This design comes from an exercise in tuning for small area and a short achievable clock period on the open sky130 flow, not from production work. Power is estimated from default activity; no workload was simulated.

lagoon:
## LDMAC
module LDMAC(clk,rst,
             load_s1,load_s2,
             load_k,
             load_m,
             din,
             dout,
             dout_valid,
             done);
clock: 5.0 ns
lec_check: 0
cap_margin: 20
core_margin: 2
core_utilization: 40
setup_slack_margin: 2.6
slew_margin: 20
tns_end_percent: 0
run.sh (not shown) runs the stock make flow with config.mk's settings and CLKGATE_MAP_FILE= SYNTH_SCRIPT=/design/flow/synth_recipe.tcl, a recipe that flattens the netlist after the stock synthesis.
lagoon finished every stage and its layout cleared the timing, design-rule and antenna checks.
> inputs changed (lagoon -> violet)
==> flow/flow/run.sh (new file) <==
#!/bin/bash
set -euo pipefail
export BUFFER_PORTS_ARGS="-buffer_cell sky130_fd_sc_hd__buf_2"
bash standard.sh > standard_flow.log 2>&1
==> flow/standard.sh (new file) <==
#!/bin/bash
# synth_recipe.tcl (not shown) runs the flow's synth.tcl, then flattens the netlist and writes it again
# the make line also repeats each setting of config.mk as NAME=value (left out here)
make -C /OpenROAD-flow-scripts/flow DESIGN_CONFIG=/design/flow/config.mk WORK_HOME=/design/flow/orfs CLKGATE_MAP_FILE= SYNTH_SCRIPT=/design/flow/synth_recipe.tcl "${@:-finish}"
removed: flow/run.sh
## What came out
violet finished all stages; the layout is clean. Summary — cell count, violet relative to lagoon: higher, by about 1.4%. [violet vs lagoon] total buffers and inverters traversed by the critical path: lower in violet. The run showing the greater cell internal power dissipation is violet. Design area of lagoon is on par with violet. On met1 routing resource usage after global routing, violet tracks lagoon almost exactly. Maximum frequency ends up higher on violet. Diff lagoon -> violet: average vias per placed instance saw an increase; total routing resource utilization after global routing saw an increase.
Modified inputs, willow compared to violet
# violet
export LEC_CHECK = 0
export CAP_MARGIN = 20
export CORE_MARGIN = 2
export CORE_UTILIZATION = 40
export SETUP_SLACK_MARGIN = 2.6
export SLEW_MARGIN = 20
export TNS_END_PERCENT = 0
create_clock -name core_clock -period 5.0 [get_ports {clk}]
# willow
export LEC_CHECK = 0
export CAP_MARGIN = 20
export CORE_MARGIN = 2
export CORE_UTILIZATION = 40
export SETUP_SLACK_MARGIN = 3.2
export SLEW_MARGIN = 20
export TNS_END_PERCENT = 0
create_clock -name core_clock -period 5.0 [get_ports {clk}]
==> flow/run.sh (new file) <==
#!/bin/bash
# synth_recipe.tcl (not shown) runs the flow's synth.tcl, then flattens the netlist and writes it again
# the make line also repeats each setting of config.mk as NAME=value (left out here)
make -C /OpenROAD-flow-scripts/flow DESIGN_CONFIG=/design/flow/config.mk WORK_HOME=/design/flow/orfs CLKGATE_MAP_FILE= SYNTH_SCRIPT=/design/flow/synth_recipe.tcl finish
removed: flow/flow/run.sh
removed: flow/standard.sh
Results
Part of the total power dissipated in combinational logic: willow vs violet up 1.0 points. Diff violet -> willow: combinational power flat; pin count of the biggest net entering global routing down 64; highest attainable clock frequency down 3.4%. Length in cells of the worst reg-to-reg path was lower in the run labelled violet. willow -> violet: final instance area flat. willow vs violet: maximum fanout count along the critical path down. Taking violet as the reference, in willow share of final layout cell area taken by clock buffers and inverters now sits lower; sequential group share of total power has increased; post-placement worst setup slack went down.
#### Input delta (amber over willow)
# willow
export LEC_CHECK = 0
export CAP_MARGIN = 20
export CORE_MARGIN = 2
export CORE_UTILIZATION = 40
export SETUP_SLACK_MARGIN = 3.2
export SLEW_MARGIN = 20
export TNS_END_PERCENT = 0
create_clock -name core_clock -period 5.0 [get_ports {clk}]
# amber
export LEC_CHECK = 0
export CAP_MARGIN = 20
export CORE_MARGIN = 2
export CORE_UTILIZATION = 40
export SETUP_SLACK_MARGIN = 2.6
export SLEW_MARGIN = 20
create_clock -name core_clock -period 5.0 [get_ports {clk}]
## What came out
Non-clock buffer total of the final layout went up by more than half going from willow to amber.
Routability congestion estimate from global placement of amber falls short of that of willow by a few percent.
For willow, the kind of critical path was in -> reg, unlike amber, where it was reg -> reg.
Cell with the largest stage delay on the worst path = sky130_fd_sc_hd__a21oi_4: willow; cell with the largest stage delay on the worst path = sky130_fd_sc_hd__o211ai_1: amber
Between willow and amber, the difference in hold violation total from the final report is negligible.
amber vs willow: sequential standard cell area up in amber
Summary — non-clock buffering overhead in the final layout, amber relative to willow: higher, by 8.6 points.
willow → amber: final area now sits higher; fraction of the cycle the final worst path needs now sits higher; core utilization now sits higher; wire length after detailed routing now sits higher.
On worst-case setup margin in the final layout: between willow and amber, it ends up higher for willow.
Global-route usage, willow and amber, higher one = amber.
No functional check of the RTL was part of any run of this note.

what the ideal ports hide:
The results above use ideal ports. As a check the final layouts listed here were re-extracted and re-timed, cells and wires unchanged. Step 1, drivers: a clkbuf_16 drives clk and a buf_2 each remaining input, both assumed. Step 2 adds t to the input delays and takes it off the output delays; t is the mean of the earliest and latest rising clock arrival at the registers after step 1. Input paths then give back, and output paths get back, about the clock's delay inside the block. Three values: ideal ports, drivers, drivers and shift; two values: the first two.
run	t, ns	slack for setup (ns)	clock arrival spread, ns	worst slew at a driven data input, ns	pins driven straight from the clock port
lagoon	0.621	2.082 / 2.090 / 1.469	0.021 / 0.021	0.06	1
violet	0.593	2.181 / 2.200 / 1.607	0.019 / 0.020	0.10	1
willow	0.621	2.082 / 2.090 / 1.469	0.021 / 0.021	0.06	1
amber	0.623	1.762 / 1.762 / 1.192	0.031 / 0.032	0.06	1
After both steps every run listed still meets setup and hold.
